This design comes from an exercise in tuning for small area on the open sky130 flow, not from production work.
In this exercise RTL edits were held to simulation tests only and were not proved equivalent to the original.
Power figures rest on the tool's default switching activity, not on a simulated workload.

**design/flow/config.mk**
```make
export PLATFORM = sky130hd
export DESIGN_NAME = CONTROLLER
export DESIGN_NICKNAME = CONTROLLER
export VERILOG_FILES = /design/flow/design.v
export SDC_FILE = /design/flow/constraint.sdc
export NUM_CORES = 4
export LEC_CHECK = 0
export CAP_MARGIN = 20
export CORE_MARGIN = 2
export CORE_UTILIZATION = 60
export CTS_BUF_LIST = sky130_fd_sc_hd__clkbuf_8
export CTS_CLUSTER_DIAMETER = 50
export CTS_CLUSTER_SIZE = 18
export PLACE_DENSITY = 0.7
export SLEW_MARGIN = 20
export SYNTH_HIERARCHICAL = 1
```
**design/flow/flow/run.sh**
```bash
#!/bin/bash
# The standard layout flow (standard.sh, unchanged synthesis), with two settings changed:
#  - the port buffers that global placement inserts are sky130_fd_sc_hd__buf_1
#    (every input and output port still gets its own buffer);
#  - clock tree synthesis runs with the same options as the standard flow's
#    (clustering 18 sinks / 50 um, clkbuf_8), but without dummy loads.
set -o pipefail
export BUFFER_PORTS_ARGS="-buffer_cell sky130_fd_sc_hd__buf_1"
export CTS_ARGS="-sink_clustering_enable -repair_clock_nets -sink_clustering_size 18 -sink_clustering_max_diameter 50 -buf_list sky130_fd_sc_hd__clkbuf_8 -dont_use_dummy_load"
bash standard.sh > standard_flow.log 2>&1
status=$?
tail -20 standard_flow.log
exit $status
```
**design/flow/constraint.sdc**
```tcl
create_clock -name core_clock -period 20.0 [get_ports {CONTROLLER_Clock}]
set_input_delay 4.0000 -clock core_clock [delete_from_list [all_inputs] [get_ports {CONTROLLER_Clock}]]
set_output_delay 4.0000 -clock core_clock [all_outputs]
set_load 0.01 [all_outputs]
```
**design/flow/standard.sh**
```bash
#!/bin/bash
# synth_recipe.tcl (not shown) runs the flow's synth.tcl, then flattens the netlist and writes it again
# the make line also repeats each setting of config.mk as NAME=value (left out here)
make -C /OpenROAD-flow-scripts/flow DESIGN_CONFIG=/design/flow/config.mk WORK_HOME=/design/flow/orfs CLKGATE_MAP_FILE= SYNTH_SCRIPT=/design/flow/synth_recipe.tcl "${@:-finish}"
```
**design/flow/design.v**
```verilog
`timescale 1ns / 1ps
module ram_aoi222 (input a1, a2, b1, b2, c1, c2, output y);
assign y = ~((a1 & a2) | (b1 & b2) | (c1 & c2));
endmodule
module ram_rdbit (input [127:0] sel, input [127:0] d, output y);
wire [42:0] t;
genvar k;
generate
for (k = 0; k < 42; k = k + 1) begin : g
    ram_aoi222 u (.a1(sel[3*k]), .a2(d[3*k]), .b1(sel[3*k+1]), .b2(d[3*k+1]), .c1(sel[3*k+2]), .c2(d[3*k+2]), .y(t[k]));
end
endgenerate
assign t[42] = ~((sel[126] & d[126]) | (sel[127] & d[127]));
assign y = ~&t;
endmodule
module RAM (
    input clk,
    input rst,
    input rd,
    input wr,
    input is_bit_addr,
    input in_bit_data,
    input [7:0] in_data,
    input [7:0] addr,
    output reg out_bit_data,
    output reg [7:0] out_data
);
wire [6:0] baddr = is_bit_addr ? {3'b010, addr[6:3]} : addr[6:0];
wire wen = wr && !rd && !addr[7];
wire [15:0] hi = {16{rst}} | (16'd1 << baddr[6:3]);
wire [7:0] lo = {8{rst}} | (8'd1 << baddr[2:0]);
wire [127:0] sel;
wire [1023:0] q;
wire [7:0] rbyte;
wire [7:0] bsel = 8'd1 << addr[2:0];
wire [7:0] wbyte = is_bit_addr ? ((rbyte & ~bsel) | ({8{in_bit_data}} & bsel)) : in_data;
wire [7:0] d = rst ? 8'h04 : (wen ? wbyte : rbyte);
genvar g, b;
generate
for (g = 0; g < 128; g = g + 1) begin : word
    assign sel[g] = hi[g >> 3] & lo[g & 7];
    reg [7:0] r;
    always @(posedge clk) if (sel[g]) r <= d;
    assign q[g*8 +: 8] = r;
end
endgenerate
generate
for (b = 0; b < 8; b = b + 1) begin : rd_bit
    wire [127:0] col;
    for (g = 0; g < 128; g = g + 1) begin : c
        assign col[g] = q[g*8+b];
    end
    ram_rdbit u (.sel(sel), .d(col), .y(rbyte[b]));
end
endgenerate
always @(posedge clk) begin
    if (rst) begin
        out_data <= 8'h00;
        out_bit_data <= 1'b0;
    end
    else if (rd && !addr[7]) begin
        if (is_bit_addr) out_bit_data <= rbyte[addr[2:0]];
        else out_data <= rbyte;
    end
end
endmodule
module CONTROLLER(
input CONTROLLER_Reset,
input CONTROLLER_Clock,
output [11:0]rom_addr,
output rom_rd,
input [7:0]rom_data,
output [7:0]P0,
output [7:0]P1,
output [7:0]P2,
output [7:0]P3,
output [7:0]SP,
output [7:0]A,
output [15:0]PC,
output [7:0]PSW,
output [1:0]Current_Phase,
output [3:0]Current_State
);
localparam ES0=4'd0, ES1=4'd1, ES2=4'd2, ES3=4'd3, ES4=4'd4, ES5=4'd5, ES6=4'd6, ES7=4'd7,
           IES4=4'd8, IES6=4'd10, CJNE1=4'd15;
reg ph2;                  
reg [3:0] st;
reg [11:0] pc;
reg [7:0] acc, sp;
reg cy, ac;
reg p0, p1, p2, p3;
reg [7:0] opc;            
reg [11:0] pct;           
reg int_f;                
reg anu;                  
reg pcy;                  
reg [7:0] tra;            
reg rd_q, wr_q, isb_q, inb_q;
reg [7:0] ind_q, ad_q;
reg [11:0] ra_q;
reg rr_q;
reg [7:0] rom_q;
wire [7:0] od;
wire ob;
assign rom_addr = ra_q;
assign rom_rd = rr_q;
assign P0 = {8{p0}};
assign P1 = {8{p1}};
assign P2 = {8{p2}};
assign P3 = {8{p3}};
assign SP = sp;
assign A = acc;
assign PC = {4'h0, pc};
assign PSW = {cy, ac, 6'b000000};
assign Current_Phase = {ph2, 1'b0};
assign Current_State = st;
RAM CONTROLLER2 (
    .clk(CONTROLLER_Clock),
    .rst(CONTROLLER_Reset),
    .rd(rd_q),
    .wr(wr_q),
    .is_bit_addr(isb_q),
    .in_bit_data(inb_q),
    .in_data(ind_q),
    .addr(ad_q),
    .out_bit_data(ob),
    .out_data(od)
);
always @(posedge CONTROLLER_Clock) begin
    if (CONTROLLER_Reset) rom_q <= 8'h00;
    else if (rr_q) rom_q <= rom_data;
end
function c1;
input [7:0] o;
c1 = o == 8'h02 || o == 8'h12;
endfunction
function c2;
input [7:0] o;
c2 = o[3:0] == 4'h1;
endfunction
function c3;
input [7:0] o;
c3 = o == 8'h20 || o == 8'h10;
endfunction
function c4;
input [7:0] o;
c4 = o[3] && (o[7:4] == 4'h2 || o[7:4] == 4'h3 || o[7:4] == 4'h0 || o[7:4] == 4'h9 || o[7:4] == 4'h1 || o[7:4] == 4'hE);
endfunction
function c5;
input [7:0] o;
c5 = o == 8'h54 || o == 8'h24 || o == 8'h34 || o == 8'h94 || o == 8'h44 || o == 8'h64 || o == 8'h74;
endfunction
function c6;
input [7:0] o;
c6 = o[3:1] == 3'b011 && (o[7:4] == 4'h2 || o[7:4] == 4'h3 || o[7:4] == 4'hE || o[7:4] == 4'h0 || o[7:4] == 4'h9);
endfunction
function c7;
input [7:0] o;
c7 = o == 8'h25 || o == 8'h35 || o == 8'h55 || o == 8'h52 || o == 8'h95 || o == 8'h45 || o == 8'h42 || o == 8'h65 || o == 8'h62 || o == 8'hE5 || o == 8'hF5 || o == 8'hC0;
endfunction
function c8;
input [7:0] o;
c8 = o[7:3] == 5'b01111;
endfunction
function c9;
input [7:0] o;
c9 = o[7:3] == 5'b10101;
endfunction
function c10;
input [7:0] o;
c10 = o[7:3] == 5'b11111;
endfunction
function c11;
input [7:0] o;
c11 = o[7:3] == 5'b10001;
endfunction
function c12;
input [7:0] o;
c12 = o[3] && (o[7:4] == 4'h4 || o[7:4] == 4'h5 || o[7:4] == 4'h6 || o[7:4] == 4'hC);
endfunction
function c13;
input [7:0] o;
c13 = o[3:1] == 3'b011 && (o[7:4] == 4'h4 || o[7:4] == 4'h5 || o[7:4] == 4'h6);
endfunction
function c14;
input [7:0] o;
c14 = o == 8'h82 || o == 8'hB0 || o == 8'hC2 || o == 8'h72 || o == 8'hA0 || o == 8'hA2 || o == 8'h92;
endfunction
function c15;
input [7:0] o;
c15 = o == 8'hE4 || o == 8'hF4;
endfunction
function c16;
input [7:0] o;
c16 = o == 8'hC3 || o == 8'hB3;
endfunction
function c17;
input [7:0] o;
c17 = o == 8'h00;
endfunction
function c18;
input [7:0] o;
c18 = o[7:1] == 7'b1000011;
endfunction
function c19;
input [7:0] o;
c19 = o[7:1] == 7'b1010011;
endfunction
function c20;
input [7:0] o;
c20 = o[7:1] == 7'b1111011;
endfunction
function c21;
input [7:0] o;
c21 = o[7:3] == 5'b10111 || o[7:1] == 7'b1011011 || o[7:3] == 5'b11011 || o == 8'hB5 || o == 8'hB4 || o == 8'hD5;
endfunction
function c28;
input [7:0] o;
c28 = o == 8'h30 || o == 8'h40 || o == 8'h50 || o == 8'h70 || o == 8'h60 || o == 8'h80;
endfunction
function c34;
input [7:0] o;
c34 = o == 8'h23 || o == 8'h03 || o == 8'h33 || o == 8'h13;
endfunction
function c36;
input [7:0] o;
c36 = o == 8'h93;
endfunction
wire d1 = c1(rom_q);
wire d2 = c2(rom_q);
wire d3 = c3(rom_q);
wire d4 = c4(rom_q);
wire d5 = c5(rom_q);
wire d6 = c6(rom_q);
wire d7 = c7(rom_q);
wire d8 = c8(rom_q);
wire d9 = c9(rom_q);
wire d10 = c10(rom_q);
wire d11 = c11(rom_q);
wire d12 = c12(rom_q);
wire d13 = c13(rom_q);
wire d14 = c14(rom_q);
wire d15 = c15(rom_q);
wire d16 = c16(rom_q);
wire d17 = c17(rom_q);
wire d18 = c18(rom_q);
wire d19 = c19(rom_q);
wire d20 = c20(rom_q);
wire d21 = c21(rom_q);
wire d28 = c28(rom_q);
wire d34 = c34(rom_q);
wire d36 = c36(rom_q);
wire k1 = c1(opc);
wire k2 = c2(opc);
wire k3 = c3(opc);
wire k4 = c4(opc);
wire k5 = c5(opc);
wire k6 = c6(opc);
wire k7 = c7(opc);
wire k8 = c8(opc);
wire k9 = c9(opc);
wire k10 = c10(opc);
wire k11 = c11(opc);
wire k12 = c12(opc);
wire k13 = c13(opc);
wire k14 = c14(opc);
wire k15 = c15(opc);
wire k16 = c16(opc);
wire k17 = c17(opc);
wire k18 = c18(opc);
wire k19 = c19(opc);
wire k20 = c20(opc);
wire k21 = c21(opc);
wire k28 = c28(opc);
wire k34 = c34(opc);
wire k36 = c36(opc);
wire o_ann = (k3) || (k8) || (k9) || (k11) || (k18) || (k20);
wire o_rn = (k7) || (k9) || (k14) || (k19);
wire o_s3two = !((k4) || (k6) || (k12) || (k13));
wire o_call = (k1) || (k2);
wire o_danu = (opc == 8'h52) || (opc == 8'h42) || (opc == 8'hF5) || (opc == 8'h62);
wire o_push = (opc == 8'hC0);
wire o_dec_r = (opc[7:3] == 5'b00011);
wire o_adeinit = (opc == 8'hE5) || (opc[7:3] == 5'b11101);
reg [11:0] pc_off;
always @(*) begin
    case (st)
        ES0: pc_off = 12'd0;
        ES2: pc_off = 12'd1;
        ES3: pc_off = o_s3two ? 12'd2 : 12'd1;
        ES4: pc_off = 12'd2;
        default: pc_off = {{5{opc[7]}}, opc[6:0]};  
    endcase
end
wire [11:0] pc_sum = pc + pc_off;
wire s_es4 = (st == ES4);                  
wire s_cj = !s_es4 & k21;                  
wire s_pc2 = !s_es4 & o_ann;               
wire s_gen = !s_es4 & !k21 & !o_ann;       
wire e_add_od = (opc[7:3] == 5'b00101) | (opc[7:1] == 7'b0010011) | (opc == 8'h25) | (opc == 8'hE5) |
                (opc[7:3] == 5'b11101) | (opc[7:3] == 5'b00111) | (opc[7:1] == 7'b0011011) | (opc == 8'h35) |
                (opc[7:1] == 7'b0000011);
wire e_sub_od = (opc[7:3] == 5'b10011) | (opc[7:1] == 7'b1001011) | (opc == 8'h95);
wire e_or_od  = (opc[7:3] == 5'b01001) | (opc[7:1] == 7'b0100011) | (opc == 8'h45) | (opc == 8'h42);
wire e_and_od = (opc[7:3] == 5'b01011) | (opc[7:1] == 7'b0101011);
wire e_xor_od = (opc[7:3] == 5'b01101) | (opc[7:1] == 7'b0110011) | (opc == 8'h65) | (opc == 8'h62);
wire e_add_rom = (opc == 8'h24) | (opc == 8'h74) | (opc == 8'h34);
wire e_sub_rom = (opc == 8'h94);
wire e_and_rom = (opc == 8'h54);
wire e_or_rom  = (opc == 8'h44);
wire e_xor_rom = (opc == 8'h64) | (opc == 8'h52);
wire e_inc_r = (opc[7:3] == 5'b00001);
wire e_dec_r = (opc[7:3] == 5'b00011);
wire e_or_0 = (opc == 8'hF5);
wire e_f1 = (opc[7:3] == 5'b11001) | (opc[7:1] == 7'b1110011);    
wire e_f2 = (opc == 8'h55);                                       
wire j_x_od = (opc[7:3] == 5'b10111) | (opc[7:3] == 5'b11011) | (opc == 8'hD5);
wire j_y_1  = (opc[7:3] == 5'b11011) | (opc == 8'hD5);
wire j_y_od = (opc == 8'hB5);
wire x_od  = (s_gen & (e_add_od | e_sub_od | e_or_od | e_and_od | e_xor_od)) | (s_cj & j_x_od);
wire x_acc = s_cj & !j_x_od;
wire x_rom = s_gen & (e_add_rom | e_sub_rom | e_and_rom | e_or_rom | e_xor_rom);
wire x_sp  = s_gen & o_push;
wire x_pc  = s_es4;
wire x_1   = s_gen & (e_inc_r | e_dec_r | e_f1);
wire x_2   = (s_gen & e_f2) | s_pc2;
wire [7:0] ax = ({8{x_od}} & od) | ({8{x_acc}} & acc) | ({8{x_rom}} & rom_q) | ({8{x_sp}} & sp) |
                ({8{x_pc}} & pc[7:0]) | {6'b0, x_2, x_1};
wire g_y_od  = o_dec_r;
wire g_y_0   = !o_dec_r & o_adeinit;
wire g_y_1   = !o_dec_r & !o_adeinit & anu;
wire g_y_acc = !o_dec_r & !o_adeinit & !anu;
wire y_od  = (s_gen & g_y_od) | (s_cj & j_y_od);
wire y_acc = s_gen & g_y_acc;
wire y_pc  = s_pc2;
wire y_1   = (s_gen & g_y_1) | (s_cj & j_y_1) | (s_es4 & (opc == 8'h12));    
wire y_2   = s_es4;                                                       
wire [7:0] ay = ({8{y_od}} & od) | ({8{y_acc}} & acc) | ({8{y_pc}} & pc[7:0]) | {6'b0, y_2, y_1};
wire acin = s_cj ? pcy : (s_gen & !(e_f1 | e_f2) & cy);
wire op_add = s_gen & (e_add_od | e_add_rom | e_inc_r | o_push);
wire op_sub = s_cj | (s_gen & (e_sub_od | e_sub_rom | e_dec_r));
wire op_and = s_gen & (e_and_od | e_and_rom);
wire op_xor = s_gen & (e_xor_od | e_xor_rom);
wire op_or  = s_gen & (e_or_od | e_or_rom | e_or_0);
wire op_nf  = s_es4 | s_pc2 | (s_gen & (e_f1 | e_f2));
wire [2:0] aop = op_add ? 3'd1 : op_sub ? 3'd2 : op_and ? 3'd3 : op_xor ? 3'd4 : op_or ? 3'd5 : op_nf ? 3'd6 : 3'd0;
reg [7:0] dres;
reg dcy, dax;
wire a_sub = (aop == 3'd2);
wire [7:0] ty = a_sub ? ~ay : ay;
wire c0 = a_sub ? 1'b1 : acin;
wire [4:0] lo5 = ax[3:0] + ty[3:0] + c0;
wire [4:0] hi5 = ax[7:4] + ty[7:4] + lo5[4];
wire [7:0] sum = {hi5[3:0], lo5[3:0]};
always @(*) begin
    dres = 8'h00; dcy = 1'b0; dax = 1'b0;
    case (aop)
        3'd1: begin dres = sum; dcy = hi5[4]; dax = lo5[4]; end
        3'd6: dres = sum;
        3'd2: begin
            dres = sum - acin;
            dcy = hi5[4] & (ay != 8'h00);
            dax = lo5[4] & (ay[3:0] != 4'h0);
        end
        3'd3: dres = ax & ay;
        3'd4: dres = ax ^ ay;
        3'd5: dres = ax | ay;
        default: ;
    endcase
end
reg rd, wr, isb, inb;
reg [7:0] ind, ad;
reg [11:0] ra;
reg rr;
reg n_ph2;
reg [3:0] n_st;
reg [11:0] n_pc, n_pct;
reg [7:0] n_acc, n_sp, n_opc, n_tra;
reg n_cy, n_ac, n_int, n_anu, n_pcy;
reg n_p0, n_p1, n_p2, n_p3;
always @(*) begin
    rd = rd_q; wr = wr_q; isb = isb_q; inb = inb_q; ind = ind_q; ad = ad_q;
    ra = ra_q; rr = rr_q;
    n_ph2 = ph2; n_st = st; n_pc = pc; n_pct = pct; n_acc = acc; n_sp = sp; n_opc = opc;
    n_tra = tra; n_cy = cy; n_ac = ac; n_int = int_f; n_anu = anu; n_pcy = pcy;
    n_p0 = p0; n_p1 = p1; n_p2 = p2; n_p3 = p3;
    if (!ph2) begin
        case (st)
            4'd0: n_p0 = 1'b1;
            4'd1: n_p1 = 1'b1;
            4'd2: n_p2 = 1'b1;
            4'd3: n_p3 = 1'b1;
            4'd4: n_sp = 8'h07;
            default: ;
        endcase
        if (st == 4'd5) begin n_st = ES0; n_ph2 = 1'b1; end
        else n_st = st + 4'd1;
    end
    else begin
        case (st)
        ES0: begin ra = pc_sum; rr = 1'b1; n_st = ES1; end
        ES1: begin rr = 1'b1; n_st = ES2; end
        ES2: begin
            n_pct = pc_sum;
            n_opc = rom_q;
            rr = 1'b0;
            ra = pc_sum;
            ind = acc;
            ad = (d3) ? 8'h03 : (rom_q[3] ? {5'b0, rom_q[2:0]} : {7'b0, rom_q[0]});
            case (1'b1)
                d1, d2: begin rr = 1'b1; n_st = IES6; end
                d3: begin rr = 1'b1; rd = 1'b1; isb = 1'b1; n_st = ES3; end
                d4, d12: begin rd = 1'b1; n_int = 1'b0; n_st = ES3; end
                d5, d8, d9: begin rr = 1'b1; n_int = 1'b0; n_st = ES3; end
                d6, d13, d20: begin rd = 1'b1; n_int = 1'b1; n_st = ES3; end
                d7, d14: begin rr = 1'b1; n_int = 1'b1; n_st = ES3; end
                d10: begin wr = 1'b1; n_st = ES6; end
                d11: begin rr = 1'b1; n_int = 1'b0; rd = 1'b1; n_st = ES3; end
                d15: begin n_acc = 8'h00; n_st = ES6; end
                d16: begin n_cy = rom_q[5]; n_st = ES6; end
                d17, d34: begin
                    if (rom_q == 8'h33 || rom_q == 8'h13) n_pcy = cy;
                    n_st = ES6;
                end
                d18, d19: begin n_int = 1'b1; rd = 1'b1; rr = 1'b1; n_st = ES3; end
                d21: n_st = ES5;
                d28: begin
                    if ((rom_q == 8'h30 && !ob) || (rom_q == 8'h40 && cy) || (rom_q == 8'h50 && !cy) ||
                        (rom_q == 8'h70 && acc != 8'h00) || (rom_q == 8'h60 && acc == 8'h00) || rom_q == 8'h80)
                        n_st = CJNE1;
                    else n_st = ES6;
                end
                d36: ;
                default: n_st = ES0;
            endcase
        end
        ES3: begin
            n_pct = pc_sum;
            if (int_f) n_st = IES4;
            else if (o_ann) n_st = o_rn ? IES4 : ES5;
            else n_st = ES4;
        end
        IES4: begin
            n_tra = od;
            ind = acc;
            ad = o_rn ? rom_q : od;
            rd = 1'b1;
            if (k14) isb = 1'b1;
            n_st = IES6;
            if (opc == 8'hC2 || opc == 8'h92) begin
                wr = 1'b1; rd = 1'b0; inb = (opc == 8'h92) & cy; n_st = ES6;
            end
            else if (k20) begin
                ad = od; wr = 1'b1; rd = 1'b0; n_st = ES6;
            end
        end
        IES6: n_st = o_ann ? ES5 : ES4;
        ES4: begin
            n_st = ES5;
            if (k19) begin
                ad = tra; wr = 1'b1; ind = od; n_pc = pct; n_st = ES7;
            end
            else if (k1 || k2) begin
                if (k1) ra = pc_sum;
                if (opc == 8'h12 || (k2 && opc[4])) begin
                    ad = sp + 8'h01; n_sp = sp + 8'h01; ind = dres; wr = 1'b1;
                end
                n_pct = {4'h0, rom_q};
                rr = (k1);
            end
            else if (o_push) n_anu = 1'b1;
            else if (opc[7:3] == 5'b00101 || opc[7:1] == 7'b0010011 || opc == 8'h25 || opc == 8'hE5 ||
                     opc[7:3] == 5'b11101 || opc == 8'h24 || opc == 8'h74) begin
                n_cy = 1'b0; n_anu = 1'b0;
            end
            else if (opc[7:3] == 5'b00001 || opc[7:3] == 5'b00011 || opc[7:1] == 7'b0000011) begin
                n_anu = 1'b1; n_cy = 1'b0;
            end
            else if (opc[7:3] == 5'b11001) begin n_acc = od; n_anu = 1'b1; end    
            else if (opc == 8'h82) begin n_cy = cy ^ ob; n_st = ES6; end
            else if (opc == 8'h72) begin n_cy = cy | ob; n_st = ES6; end
            else if (opc == 8'hA2) begin n_cy = ob; n_st = ES6; end
            else if (opc == 8'hA0) begin n_cy = cy | ~ob; n_st = ES6; end
            else if (opc == 8'hB0) begin n_cy = cy ^ ~ob; n_st = ES6; end
            else if (opc == 8'h55 || opc[7:1] == 7'b1110011) ;                 
            else n_anu = 1'b0;
            n_pcy = n_cy;
            if (!(o_call || k19)) begin rd = 1'b0; rr = 1'b0; end   
        end
        ES5: begin
            if (anu) begin
                ind = (opc[7:3] == 5'b11000) ? od : dres;
                ad = o_push ? dres : ((opc[7:1] == 7'b0000011) ? tra : {5'b0, opc[2:0]});
                wr = 1'b1;
                if (o_push) n_sp = dres;
            end
            else if (o_ann) begin
                ind = o_rn ? od : rom_q; rr = 1'b0; rd = 1'b0; ad = {5'b0, opc[2:0]}; wr = 1'b1;
            end
            else if (o_danu) begin
                ind = dres; ad = rom_q; wr = 1'b1;
            end
            else if (!o_call) begin
                n_acc = dres; n_cy = dcy; n_ac = dax;
            end
            n_st = ES6;
        end
        CJNE1: begin n_pct = pc_sum; n_st = ES6; end
        ES6: begin
            n_pc = o_call ? {((k2) ? {pc[11], opc[7:5]} : rom_q[3:0]), pct[7:0]} : pct;
            n_st = ES7;
        end
        ES7: begin
            wr = 1'b0; isb = 1'b0; rr = 1'b0; rd = 1'b0; n_st = ES0;   
        end
        default: ;
        endcase
    end
end
always @(posedge CONTROLLER_Clock) begin
    if (CONTROLLER_Reset) begin
        ph2 <= 1'b0; st <= 4'd0; pc <= 12'h000; acc <= 8'h00; sp <= 8'h00; cy <= 1'b0; ac <= 1'b0;
        p0 <= 1'b0; p1 <= 1'b0; p2 <= 1'b0; p3 <= 1'b0;
        opc <= 8'h00; pct <= 12'h000; int_f <= 1'b0; anu <= 1'b0; pcy <= 1'b0; tra <= 8'h00;
        rd_q <= 1'b0; wr_q <= 1'b0; isb_q <= 1'b0; inb_q <= 1'b0; ind_q <= 8'h00; ad_q <= 8'h00;
        ra_q <= 12'h000; rr_q <= 1'b0;
    end
    else begin
        ph2 <= n_ph2; st <= n_st; pc <= n_pc; acc <= n_acc; sp <= n_sp; cy <= n_cy; ac <= n_ac;
        p0 <= n_p0; p1 <= n_p1; p2 <= n_p2; p3 <= n_p3;
        opc <= n_opc; pct <= n_pct; int_f <= n_int; anu <= n_anu; pcy <= n_pcy; tra <= n_tra;
        rd_q <= rd; wr_q <= wr; isb_q <= isb; inb_q <= inb; ind_q <= ind; ad_q <= ad;
        ra_q <= ra; rr_q <= rr;
    end
end
endmodule
```
==> results of run 1 <==
[worst register-to-register path, cell delays in order, from the launching register on]
cell	delay [ns]
dfxtp_1	0.32
buf_4	0.37
nand2b_1	0.47
a2111oi_4	0.17
nor4_4	0.50
nand2_1	0.35
o2bb2ai_1	0.75
a211o_1	0.30
inv_1	0.10
fa_1	0.50
fa_1	0.45
inv_1	0.11
a21o_1	0.11
a21oi_1	0.15
fa_1	0.46
fa_1	0.43
xor2_1	0.27
and4_1	0.26
xnor2_1	0.12
o21ai_1	0.21
a2111oi_1	0.48
nor3_1	0.09
[registers in the layout, summed over array words and instances (netlist names), 4 cells and up]
name / cells
CONTROLLER2.word.r: 1024
pc: 12
pct: 12
ra_q: 12
CONTROLLER2.out_data: 8
acc: 8
ad_q: 8
ind_q: 8
opc: 8
rom_q: 8
sp: 8
tra: 8
st: 4
[modules after synthesis, one instance, submodules excluded]
module,times used,cell area (um^2),cells
RAM,1,32500,1317
ram_aoi222,336,10.0,1
ram_rdbit,8,97.6,16
CONTROLLER,1,10400,1425
[routing by layer]
metal  share of wire [%]  track usage, %  vias to the layer above
met5               0.045               0                        -
met2                  47            46.7                     1896
met1                  40            42.8                    15609
li1                    -               -                    13640
met4                 3.8            11.1                        2
met3                 9.2            4.32                      308
[final cells by class]
cell class,instances,area (um^2),area share [%]
timing repair buffer,266,1760,3.47
sequential,1144,33200,65.5
multi-input combinational,1833,12800,25.3
inverter,51,191,0.378
antenna,1,2.50,0.00494
clock buffer,103,1420,2.80
tap,1040,1300,2.57
[power groups by stage]
stage | Clock, mW | Sequential [mW] | Combinational (mW)
floorplan | 0 | 2.77 | 0.157
global placement | 0 | 2.77 | 0.252
global route | 1.25 | 2.73 | 0.284
CTS | 1.17 | 2.72 | 0.262
detailed placement | 0 | 2.78 | 0.262
finish | 1.15 | 2.72 | 0.265
[stage by stage]
stage | setup WS, ns | hold WS (ns) | power, mW | utilization, %
6_report | 11.24 | 0.437 | 4.13 | 65.4
5_1_grt | 11.04 | 0.459 | 4.26 | 65.4
4_1_cts | 11.12 | 0.438 | 4.15 | 65.2
3_5_place_dp | 10.35 | 0.452 | 3.04 | 63.4
3_3_place_gp | 9.91 | 0.437 | 3.02 | 63.3
2_1_floorplan | 7.74 | 0.420 | 2.93 | -
[layout by cell type (no fill, tap or decap), types with 17 or more instances in the layout]
cell type     n
and3_1       18
a211oi_1     21
nand3_1      54
nor2_1      275
nand2_1     177
mux2i_1      43
nor2b_1      24
a21oi_1     131
a22oi_1      21
nor2_2       18
nor4_1       27
a31oi_1      17
xnor2_1      26
a222oi_1    344
ha_1         38
dfxtp_1     120
nand4_1      96
nor3_1       36
buf_4       170
clkbuf_8    103
o211ai_1     19
buf_1        88
inv_1        50
o22ai_1      18
edfxtp_1   1024
nand2b_1     19
o21ai_0      76
[final timing paths]
check	from	end	slack, ns	depth (start not counted)
worst max-delay path	CONTROLLER_Reset	CONTROLLER2.word[60].r[4]$_DFFE_PP_	11.24	13
worst min register to register	pct[2]$_SDFFE_PP0P_	pc[2]$_SDFFE_PP0P_	0.44	2
worst max register to register	opc[5]$_SDFFE_PP0P_	ad_q[7]$_SDFFE_PP0P_	12.86	21
worst min-delay path	pct[2]$_SDFFE_PP0P_	pc[2]$_SDFFE_PP0P_	0.44	2
[kinds of logic (layout without fill, tap and decap cells)]
logic type,Yosys count,after routing
other cells,1,12
simple gates,841,841
xor+xnor,38,38
fa+ha+maj,45,45
mux,49,49
flops,1144,1144
compound gates,849,849
buf+inv,239,420
==> summary.md, run 1 <==
| Metric | Value |
|---|---|
| Outcome | no timing/DRC/antenna violations |
| Startpoint types | input pin |
| I/O Buffers | between 80 and 90 |
| P_int | 3.23 mW |
| Top-count cell post-synth | edfxtp_1 |
| DP HPWL | 78,300 um |
| Clock transition at path regs | ~0.070 ns |
| Post-synthesis xor/xnor area fraction | less than 1% |
| Die area | 0.0805 mm^2 |
| Hold Buf Count CTS | 0 |
| Clk_skew | between 0.1 and 0.15 ns |
| Die X | roughly 280 um |
| Seq cells post-synth | ~1,100 |
| Placed inst area | about 0.049 mm^2 |
| Ys async rst share | 0% |
| Crit Path Category | in -> reg |
| PD cells | around 80 mW/mm^2 |
| Post-Syn Area | approximately 0.047 mm^2 |
| Final min period | between 8 and 9 ns |
| Compound-Gate Fraction of Synth Area | about 15% |
| Share of the synthesized area in the top cell type | approximately 65% |
| Total negative slack | 0 ns |
| Number of flops mapped to enable cells by yosys | approximately 1,000 |
| Top post-synthesis cells by area | edfxtp_1 65%, a222oi_1 7.3%, dfxtp_1 5.1%, nor2_1 2.4%, a21oi_1 1.4% |
| Leak | roughly 16 nW |
| Via count | 31,455 |
| Gpl congestion | ~0.94 |
| Final Setup Violations | 0 |
| Fill count | 5,533 |
| Largest family of logic cells by synthesized area | compound AO/OA/AOI/OAI gates |
| Sequential area share after synthesis | a little over two thirds |
| Crit end category | register |
| Final Hold Viols | 0 |
| Sw Ratio | between 20% and 30% |
| Mux cell area share after synthesis | 1.08% |
| Layout cell share with drive strength beyond 1 | a little over a tenth |
| Slew @ Worst Pin | around 1.2 ns |
| Sw power | roughly 900 uW |
| Type of the most critical hold path | reg -> reg |
| Max frequency | 114 MHz |
| Area Overhead vs Synth | 7.84% |
| Fin cells | ~4,400 |
| 1st-iter DRT viols | slightly below 5,000 |
| DRC Markers | 0 |
| CTS tree | done |
| Core area | 0.0775 mm^2 |
| Comb pwr share | 6.4% |
| Row Count | a little over 100 |
| CP Max Fanout | 86 |
| H-tree Lvls | 3 |
| Syn_area_per_cell | around 15 um^2 |
| Initial Utilization | ~61% |
| Post-CTS Resized | 0 |
| Vias/cell | ~7.1 |
| CP dominant cell by count | buf_4 |
| DRT antenna net count | 0 |
| Fraction of the mapped netlist area in adder cells | 1.27% |
| Max-Cap Viols | 0 |
| Largest net degree at the start of global routing | ~130 |
| Final Slew Violations | 0 |
| RSZ-0062 raised after global routing | false |
| Final instance area | just over 0.05 mm^2 |
| Routed WL per cell | 27.4 um |
| Post-synthesis cell type count | between 100 and 150 |
| Crit path required time | 20.33 ns |
| Clock Root Buffer | clkbuf_8 |
| CP delay by family, top | buffers and inverters |
| Gr usage total | 29.8% |
| CP peak stage delay | 0.84 ns |
| Seq pwr share | 65.9% |
| Slowest stage cell, crit path | nor4_2 |
| Inserted Clock Buffers | a little over 100 |
| Initial antenna violation count | 3 |
| Ports | 101 |
| Clk sinks | roughly 1,100 |
| Most common flop cell mapped by yosys | edfxtp_1 |
| Vias in the first global route | 29,933 |
| Dominant cell type by area after synthesis | edfxtp_1 |
| Worst-Skew Late Latency | 0.77 ns |
| WP buf/inv | 5 |
| Detailed Route WL | between 100,000 and 150,000 um |
| Relative slew margins | 20.8% |
| Critical-path cell list | clkbuf_4 > buf_4 > a311oi_4 > buf_4 > nor2_1 > buf_4 > a222oi_1 > nand4_1 > nor4_2 > nand4_1 > o21ai_0 > a21oi_4 > buf_4 |
| Synth top cells by count | 1,024 x edfxtp_1, 344 x a222oi_1, 296 x nor2_1 |
| Maximum VDD drop | 66.0 uV |
| Postcts setup bufs | 0 |
| DR pass1 iterations | 10 |
| Total of warnings raised by yosys | 8 |
| Placed Instances | about 4,300 |
| Post-Syn Instances | roughly 3,200 |
| GR Overflow Total | 0 |
| Simple-Gate Fraction of Synth Area | just under 9% |
| First-pass GRT wire length | 185,000 um |
| CP Data Arrival Time | between 9 and 10 ns |
| Die height | 284 um |
| Clock network power share | between 20 and 30% |
| Nets | around 3,500 |
| Clock Path Buffers | 3 |
| Final worst-path cycle share | ~44% |
==> inputs of run 2 (changes only) <==
==> design/flow/run.sh (new file) <==
#!/bin/bash
# synth_recipe.tcl (not shown) runs the flow's synth.tcl, then flattens the netlist and writes it again
# the make line also repeats each setting of config.mk as NAME=value (left out here)
make -C /OpenROAD-flow-scripts/flow DESIGN_CONFIG=/design/flow/config.mk WORK_HOME=/design/flow/orfs CLKGATE_MAP_FILE= SYNTH_SCRIPT=/design/flow/synth_recipe.tcl finish
removed: design/flow/flow/run.sh
removed: design/flow/standard.sh
==> run 2 against run 1 <==
  * Power up 8.0%
  * Critical path type unchanged
  * Flip-flop and latch count unchanged
  * Count of clock-buffer cells in the layout down 5
  * Largest cell class unchanged
  * Still clean on timing, DRC and antenna
==> summary.md, run 2 <==
| Metric | Value |
|---|---|
| Most common flop cell mapped by yosys | edfxtp_1 |
| Seq cells post-synth | 1,144 |
| PD cells | 86.0 mW/mm^2 |
| CP Max Fanout | 75 |
| Clock Root Buffer | clkbuf_8 |
| Row Count | 102 |
| 1st-iter DRT viols | about 5,000 |
| Final min period | around 8.5 ns |
| Worst-Skew Late Latency | between 0.7 and 0.8 ns |
| Total of warnings raised by yosys | 8 |
| Startpoint types | input pin |
| Sw Ratio | about a quarter |
| Outcome | no timing/DRC/antenna violations |
| Reg-to-reg endpoint | acc[7]$_SDFFE_PP0P_ |
| Inserted Clock Buffers | slightly below 100 |
| Sequential area share after synthesis | between 70% and 80% |
| Clk_skew | 0.0745 ns |
| Synth top cells by count | 1,024 x edfxtp_1, 344 x a222oi_1, 296 x nor2_1 |
| Most frequent cells in the layout | 1,024 x edfxtp_1, 344 x a222oi_1, 269 x nor2_1 |
| Final Setup Violations | 0 |
| Clk sinks | 1,144 |
| Clock network power share | roughly a third |
| CP dominant cell by count | buf_4 |
| Die height | 284 um |
| Gr usage total | between 20% and 30% |
| Maximum VDD drop | 81.8 uV |
| Initial antenna violation count | 2 |
| Placed inst area | slightly below 0.05 mm^2 |
| Top-count cell post-synth | edfxtp_1 |
| Hold Path Sink | pct[2]$_SDFFE_PP0P_ |
| Vias in the first global route | a little under 30,000 |
| CP peak stage delay | 0.85 ns |
| Worst R2R Setup Slack | roughly 13 ns |
| Via count | ~32,000 |
| CP delay by family, top | compound AO/OA/AOI/OAI gates |
| Area Overhead vs Synth | 10.4% |
| Final Hold Viols | 0 |
| Post-Syn Area | 0.0470 mm^2 |
| Post-synthesis cell type count | ~100 |
| GR Overflow Total | 0 |
| Biggest register | CONTROLLER2.word.r |
| Detailed Route WL | about 120,000 um |
| Hold Buf Count CTS | 0 |
| Max frequency | 117 MHz |
| Relative slew margins | 20.9% |
| DP HPWL | 77,500 um |
| Routed WL per cell | between 20 and 30 um |
| Post-CTS Resized | 0 |
| Crit path required time | approximately 20 ns |
| Largest net degree at the start of global routing | 129 |
| I/O Buffers | approximately 90 |
| WP buf/inv | 4 |
| R2r worst-path depth | 21 |
| Max-Cap Viols | 0 |
| Final Slew Violations | 0 |
| Final instance area | 0.0519 mm^2 |
| Top post-synthesis cells by area | edfxtp_1 65%, a222oi_1 7.3%, dfxtp_1 5.1%, nor2_1 2.4%, a21oi_1 1.4% |
| P_int | approximately 3.4 mW |
| Layout cell share with drive strength beyond 1 | between 10% and 20% |
| Type of the most critical hold path | reg -> reg |
| Final worst-path cycle share | 42.6% |
| CTS tree | done |
| H-tree Lvls | 3 |
| Crit Path Category | in -> reg |
| Dominant cell type by area after synthesis | edfxtp_1 |
| Core area | between 0.07 and 0.08 mm^2 |
| DRC Markers | 0 |
| Crit end category | register |
| Post-Syn Instances | between 3,000 and 4,000 |
| Critical-path cell list | buf_4 > buf_4 > a31oi_1 > nor2_1 > buf_4 > a222oi_1 > nand4_1 > nor4_1 > nand4_1 > mux2i_1 > a21oi_1 > a211o_4 > buf_16 |
| Postcts setup bufs | 0 |
| Seq pwr share | 61.0% |
| Commonest non-fill, non-tap cell in the layout | edfxtp_1 |
| Number of flops mapped to enable cells by yosys | between 1,000 and 1,500 |
| RSZ-0062 raised after global routing | false |
| DRT antenna net count | 0 |
| Nets | ~3,400 |
| Fill count | between 5,000 and 6,000 |
| Vias/cell | ~7.0 |
| Reg2reg start | opc[5]$_SDFFE_PP0P_ |
| Leak | around 16 nW |
| Die area | around 0.081 mm^2 |
| First-pass GRT wire length | 184,000 um |
| Clock transition at path regs | 0.10 ns |
| Initial Utilization | roughly three fifths |
| Hold path start | pct[2]$_SDFFE_PP0P_ |
| Slew @ Worst Pin | around 1.2 ns |
| Die X | around 280 um |
| Largest register FFs | just over 1,000 |
| Clock Path Buffers | 3 |
| Ports | slightly above 100 |
| Total negative slack | 0 ns |
| Ys async rst share | 0% |
| Worst hold path depth | 2 |
| Sw power | about 1.1 mW |
| DR pass1 iterations | 9 |
| Syn_area_per_cell | 14.6 um^2 |
| Slowest stage cell, crit path | a31oi_1 |
| Share of the synthesized area in the top cell type | about 65% |
| Comb pwr share | 6.0% |
| Gpl congestion | 0.957 |
| CP Data Arrival Time | about 9 ns |
==> run 2: final cells by class <==
| type | count | area, um^2 | area share [%] |
|---|---|---|---|
| Multi-Input combinational cell | 1833 | 12800 | 24.7 |
| Sequential cell | 1144 | 33200 | 63.9 |
| Clock inverter | 78 | 885 | 1.71 |
| Tap cell | 1040 | 1300 | 2.51 |
| Clock buffer | 98 | 1350 | 2.60 |
| Antenna cell | 2 | 5.00 | 0.00965 |
| Timing Repair Buffer | 256 | 2170 | 4.19 |
| Inverter | 51 | 191 | 0.369 |
==> run 2: worst max path at each step <==
stage | start | endpoint | cells after the start
2_1_floorplan | CONTROLLER_Reset | CONTROLLER2.word[0].r[3]$_DFFE_PP_ | 10
3_3_place_gp | CONTROLLER_Reset | CONTROLLER2.word[37].r[1]$_DFFE_PP_ | 11
3_5_place_dp | CONTROLLER_Reset | CONTROLLER2.word[75].r[3]$_DFFE_PP_ | 11
4_1_cts | CONTROLLER_Reset | CONTROLLER2.word[99].r[3]$_DFFE_PP_ | 11
5_1_grt | CONTROLLER_Reset | CONTROLLER2.word[92].r[2]$_DFFE_PP_ | 13
6_report | CONTROLLER_Reset | CONTROLLER2.word[7].r[2]$_DFFE_PP_ | 13
==> run 2: metrics by stage <==
stage          util [%]  cells  power [mW]  setup slack [ns]  hold WS [ns]
2_1_floorplan         -   3216        2.93              7.74         0.420
3_3_place_gp       63.9   4320        3.03             10.64         0.435
3_5_place_dp       63.9   4321        3.04             10.43         0.447
4_1_cts            66.8   4497        4.48             11.25         0.467
5_1_grt            66.9   4501        4.60             11.23         0.470
6_report           66.9   4502        4.46             11.49         0.471
==> run 2: Yosys stat by module (local to each module, per instance) <==
module / flip-flops and latches / times used / cells inside / area (um^2)
ram_rdbit: 0 / 8 / 16 / 97.6
RAM: 1033 / 1 / 1317 / 32500
CONTROLLER: 111 / 1 / 1425 / 10400
ram_aoi222: 0 / 336 / 1 / 10.0
==> run 2: per-layer routing <==
metal | share of wire (%) | global-route usage (%) | up-vias | wire length [um]
met3 | 9.8 | 4.70 | 261 | 11900
li1 | - | - | 13710 | -
met4 | 2.8 | 7.54 | 2 | 3400
met2 | 46 | 45.3 | 1827 | 55900
met5 | 0.011 | 0 | - | 13
met1 | 41 | 44.9 | 15776 | 50300
==> run 2: tightest hold or removal path: cells and delay by family, from the launching register on <==
| family | cells | cell delay (ns) |
|---|---|---|
| AND/OR/NAND/NOR | 1 | 0.05 |
| flip-flops | 1 | 0.32 |
| AO/OA/AOI/OAI | 1 | 0.06 |
==> run 2: power by group through the flow <==
stage	Clock [mW]	Combinational (mW)	Sequential, mW
global route	1.58	0.288	2.73
detailed placement	0	0.266	2.78
global placement	0	0.258	2.77
CTS	1.49	0.266	2.72
finish	1.47	0.269	2.72
floorplan	0	0.157	2.77
==> run 2: cell families after synthesis <==
family / Yosys count / share of synthesized area [%]
AOI/OAI and AO/OA: 849 / 14.9
xor gates and xnor gates: 38 / 0.709
adders and majority gates: 45 / 1.27
buffers and inverters: 239 / 2.56
DFF: 1144 / 70.6
muxes: 49 / 1.08
other: 1 / 0.00799
and+or+nand+nor: 841 / 8.86

==> what the ideal ports hide <==
The results above use ideal ports. As a check the final layouts listed here were re-extracted and re-timed, cells and wires unchanged. Step 1 assumes that a clkbuf_16 drives the clock port and a buf_2 every other input. Step 2, shift: input delay + t, output delay - t, t = (earliest + latest rising clock arrival at the registers) / 2. This alone moves slack from input paths to output paths. Three values: ideal, step 1, step 2; two values: the first two.
run	t, ns	setup WS [ns]	latest minus earliest clock arrival (ns)	worst register clock-pin slew, ns	worst slew at a driven data input, ns
run 1	0.767	11.243 / 11.290 / 10.523	0.134 / 0.134	0.11 / 0.11	0.04
run 2	0.799	11.486 / 11.515 / 10.716	0.075 / 0.074	0.11 / 0.11	0.04
After both steps setup and hold are still met in every run listed. For run 2, which loses most, drivers alone change the setup slack by +0.029 ns; drivers and shift together by -0.770 ns.
